This design comes from an exercise in tuning for small area and a short achievable clock period on the open sky130 flow, not from production work. In this exercise RTL edits were held to simulation tests only and were not proved equivalent to the original. The clock input has no modelled driver; a real chip could not lean on it and would need a root buffer or a full tree. Power is estimated from default activity; no workload was simulated.

==> run K: inputs <==
// dadda_16_pipelined
module dadda_16_pipelined(clk, rst, A, B, Y_reg);
    input clk, rst;
    input [15:0] A;
    input [15:0] B;
    output reg [31:0] Y_reg;
    reg [15:0] a1, a2, a3, a4, a5;
    reg [15:0] b1, b2, b3, b4, b5;
    always @(posedge clk) begin
        a1 <= A; a2 <= a1; a3 <= a2; a4 <= a3; a5 <= a4;
        b1 <= B; b2 <= b1; b3 <= b2; b4 <= b3; b5 <= b4;
    end
    reg [2:0] hold;
    always @(posedge clk) begin
        if (!rst) hold <= 3'd7;
        else if (hold != 3'd0) hold <= hold - 3'd1;
    end
    wire ok = rst & (hold == 3'd0);
    wire [255:0] npp;
    genvar i, j;
    generate
        for (i = 0; i < 16; i = i + 1) begin : g_i
            for (j = 0; j < 16; j = j + 1) begin : g_j
                assign npp[i*16+j] = ~(a5[j] & b5[i]);
            end
        end
    endgenerate
    wire n0, n1, n2, n3, n4, n5, n6, n7, n8, n9, n10, n11, n12, n13, n14, n15;
    wire n16, n17, n18, n19, n20, n21, n22, n23, n24, n25, n26, n27, n28, n29, n30, n31;
    wire n32, n33, n34, n35, n36, n37, n38, n39, n40, n41, n42, n43, n44, n45, n46, n47;
  ...
export LEC_CHECK = 0
export CAP_MARGIN = 20
export CORE_MARGIN = 2
export CORE_UTILIZATION = 40
export SLEW_MARGIN = 20
export SYNTH_HIERARCHICAL = 1
export SYNTH_MINIMUM_KEEP_SIZE = 0
create_clock -name core_clock -period 9.0 [get_ports {clk}]
standard.sh (not shown) runs the stock make flow with config.mk's settings and CLKGATE_MAP_FILE= SYNTH_SCRIPT=/design/flow/synth_recipe.tcl, a recipe that flattens the netlist after the stock synthesis.
==> flow/flow/run.sh <==
#!/bin/bash
set -euo pipefail
cd "$(dirname "${BASH_SOURCE[0]}")/.."
VARS=(SETUP_SLACK_MARGIN=6.25
  "BUFFER_PORTS_ARGS=-buffer_cell sky130_fd_sc_hd__buf_1"
  "CTS_ARGS=-sink_clustering_enable -repair_clock_nets -sink_clustering_size 28 -sink_clustering_max_diameter 200 -sink_clustering_levels 1 -buf_list sky130_fd_sc_hd__clkbuf_16")
bash standard.sh "${VARS[@]}" cts > flow_make_cts.log 2>&1
RES="orfs/results/${FLOW_PLATFORM:-sky130hd}/dadda_16_pipelined/base" CLKNET=clk \
  openroad -no_init -exit flow/flatten_ctree.tcl > flatten_ctree.log 2>&1
bash standard.sh "${VARS[@]}" finish > flow_make.log 2>&1
==> flow/flow/flatten_ctree.tcl <==
# Shortens the clock tree that clock_tree_synthesis built: the root buffer (the one cell the
# clock port drives) then drives every leaf buffer directly, and the H-tree's intermediate
# buffers between them are removed, with the dummy-load inverters CTS hung on those buffers'
# nets.  Every flip-flop still gets the clock through the root buffer and one leaf buffer, so
# all flip-flops keep the same number of buffers on their clock path.  If the tree is not of
# that form the layout is left as it is.
set res $::env(RES)
read_db $res/4_cts.odb
set block [ord::get_db_block]
set clk [$block findNet $::env(CLKNET)]
set roots {}
foreach it [$clk getITerms] {
  if {[$it isInputSignal]} { lappend roots [$it getInst] }
}
if {[llength $roots] != 1} { puts "clock port drives [llength $roots] cells: tree left as it is"; exit 0 }
set root [lindex $roots 0]
set rootout ""
foreach it [$root getITerms] { if {[$it isOutputSignal]} { set rootout [$it getNet] } }
puts "root [$root getName] ([[$root getMaster] getName]) drives [$rootout getName]"
set mids {}
foreach it [$rootout getITerms] {
  if {[$it isInputSignal]} {
    set inst [$it getInst]
    if {[string match "*clkbuf*" [[$inst getMaster] getName]]} { lappend mids $inst }
  }
}
set n 0
foreach m $mids {
  set onet ""
  foreach it [$m getITerms] { if {[$it isOutputSignal]} { set onet [$it getNet] } }
  if {$onet eq "" || $onet eq "NULL"} { continue }
  # only a buffer that drives clock buffers (and floating dummy-load inverters) alone
  set ok 1
  set sinks {}
  set dummies {}
  foreach it [$onet getITerms] {
    if {![$it isInputSignal]} { continue }
    set inst [$it getInst]
    set mname [[$inst getMaster] getName]
    if {[string match "*clkbuf*" $mname]} {
      lappend sinks $it
    } elseif {[string match "*__inv_*" $mname] || [string match "*clkinv*" $mname]} {
      set floating 1
      foreach jt [$inst getITerms] { if {[$jt isOutputSignal] && [$jt getNet] ne "NULL"} { set floating 0 } }
      if {$floating} { lappend dummies $inst } else { set ok 0 }
    } else {
      set ok 0
    }
  }
  if {!$ok || [llength $sinks] == 0} { continue }
  foreach d $dummies {
    foreach jt [$d getITerms] { if {[$jt getNet] ne "NULL"} { $jt disconnect } }
    odb::dbInst_destroy $d
  }
  foreach it $sinks { $it disconnect; $it connect $rootout }
  foreach it [$m getITerms] { if {[$it getNet] ne "NULL"} { $it disconnect } }
  odb::dbInst_destroy $m
  odb::dbNet_destroy $onet
  incr n
}
puts "removed $n intermediate clock buffers; root now drives [llength [$rootout getITerms]] pins"
if {$n > 0} { write_db $res/4_cts.odb }
==> run M: changes against run K <==
==> flow/flow/run.sh (replaced) <==
#!/bin/bash
set -euo pipefail
cd "$(dirname "${BASH_SOURCE[0]}")/.."
VARS=(SETUP_SLACK_MARGIN=6.3
  "BUFFER_PORTS_ARGS=-buffer_cell sky130_fd_sc_hd__buf_1"
  "CTS_ARGS=-sink_clustering_enable -repair_clock_nets -sink_clustering_size 28 -sink_clustering_max_diameter 200 -sink_clustering_levels 1 -buf_list sky130_fd_sc_hd__clkbuf_16")
bash standard.sh "${VARS[@]}" cts > flow_make_cts.log 2>&1
RES="orfs/results/${FLOW_PLATFORM:-sky130hd}/dadda_16_pipelined/base" CLKNET=clk \
  openroad -no_init -exit flow/drop_root.tcl > drop_root.log 2>&1
bash standard.sh "${VARS[@]}" finish > flow_make.log 2>&1
==> flow/flow/drop_root.tcl (new file) <==
# Shortens the clock tree that clock_tree_synthesis built: the clock port drives the H-tree's
# first-level buffers directly and the root buffer, which only drove those, is removed.
# Every flip-flop keeps the same number of buffers on its clock path (first-level buffer, leaf
# buffer).  If the tree is not of that form the layout is left as it is.
set res $::env(RES)
read_db $res/4_cts.odb
set block [ord::get_db_block]
set clk [$block findNet $::env(CLKNET)]
set roots {}
foreach it [$clk getITerms] {
  if {[$it isInputSignal]} { lappend roots [$it getInst] }
}
if {[llength $roots] != 1} { puts "clock port drives [llength $roots] cells: tree left as it is"; exit 0 }
set root [lindex $roots 0]
set rootin ""; set rootout ""
foreach it [$root getITerms] {
  if {[$it isOutputSignal]} { set rootout $it }
  if {[$it isInputSignal] && [$it getNet] ne "NULL" && [[$it getNet] getName] eq [$clk getName]} { set rootin $it }
}
set onet [$rootout getNet]
set mids {}
set ok 1
foreach it [$onet getITerms] {
  if {![$it isInputSignal]} { continue }
  set inst [$it getInst]
  if {[string match "*clkbuf*" [[$inst getMaster] getName]]} { lappend mids $it } else { set ok 0 }
}
if {!$ok || [llength $mids] == 0 || [llength $mids] > 4} { puts "root drives [llength $mids] buffers (ok=$ok): tree left as it is"; exit 0 }
foreach it $mids { $it disconnect; $it connect $clk }
foreach it [$root getITerms] { if {[$it getNet] ne "NULL"} { $it disconnect } }
puts "removed root [$root getName]; clock port now drives [llength $mids] buffers"
odb::dbInst_destroy $root
odb::dbNet_destroy $onet
write_db $res/4_cts.odb
removed: flow/flow/flatten_ctree.tcl
==> results by group <==
Drt
  • Met2 routed wirelength: between 10 and 15 mm

Power and ir drop
  • Sum of internal, switching and leakage power: 3.89 mW

STA
  • Worst clock skew: 0.0180 ns

Place
  • Worst-case setup slack after placement: 5.95 ns

Status
  • Outcome: no timing/DRC/antenna violations
(the above is from run K)
==> results by group <==
Hold path
  • Tightest Hold Check Type: flop to flop

STA
  • Worst-Margin Slew: 0.633 ns
  • Worst clock skew: just under 0.03 ns

Layout
  • Antenna diode instance count: 0
  • Number of sequential cells in the layout: 325
  • Multi-input comb cells: roughly 650

Place
  • Worst-case setup slack after placement: 5.94 ns

Status
  • Outcome: no timing/DRC/antenna violations

Drt
  • Met2 routed wirelength: 11.1 mm
(the above is from run M)

[separate check: timing with driven ports]
Ports are ideal in the flow. The routed layouts listed here were re-timed in OpenROAD.
Step 1: set_driving_cell puts a clkbuf_16 on clk and a buf_2 on each other input, an assumption about the parent block.
Step 2 times the ports against the registers' clock, not the clock port: input delays grow and output delays shrink by t, the midpoint of the rising clock arrivals with the driver on.
a / b / c = ideal ports / drivers / drivers and shift; a / b = the first two.
run	t, ns	slack for setup (ns)	latest minus earliest clock arrival (ns)	slew at the worst register clock pin (ns)
run K	0.502	6.295 / 6.244 / 6.093	0.019 / 0.019	0.11 / 0.11
run M	0.441	6.352 / 6.299 / 6.057	0.032 / 0.032	0.11 / 0.11
After both steps every run listed still meets setup and hold. The setup slack of run M, which loses most, moves by -0.053 ns with the drivers and by -0.295 ns with both steps.
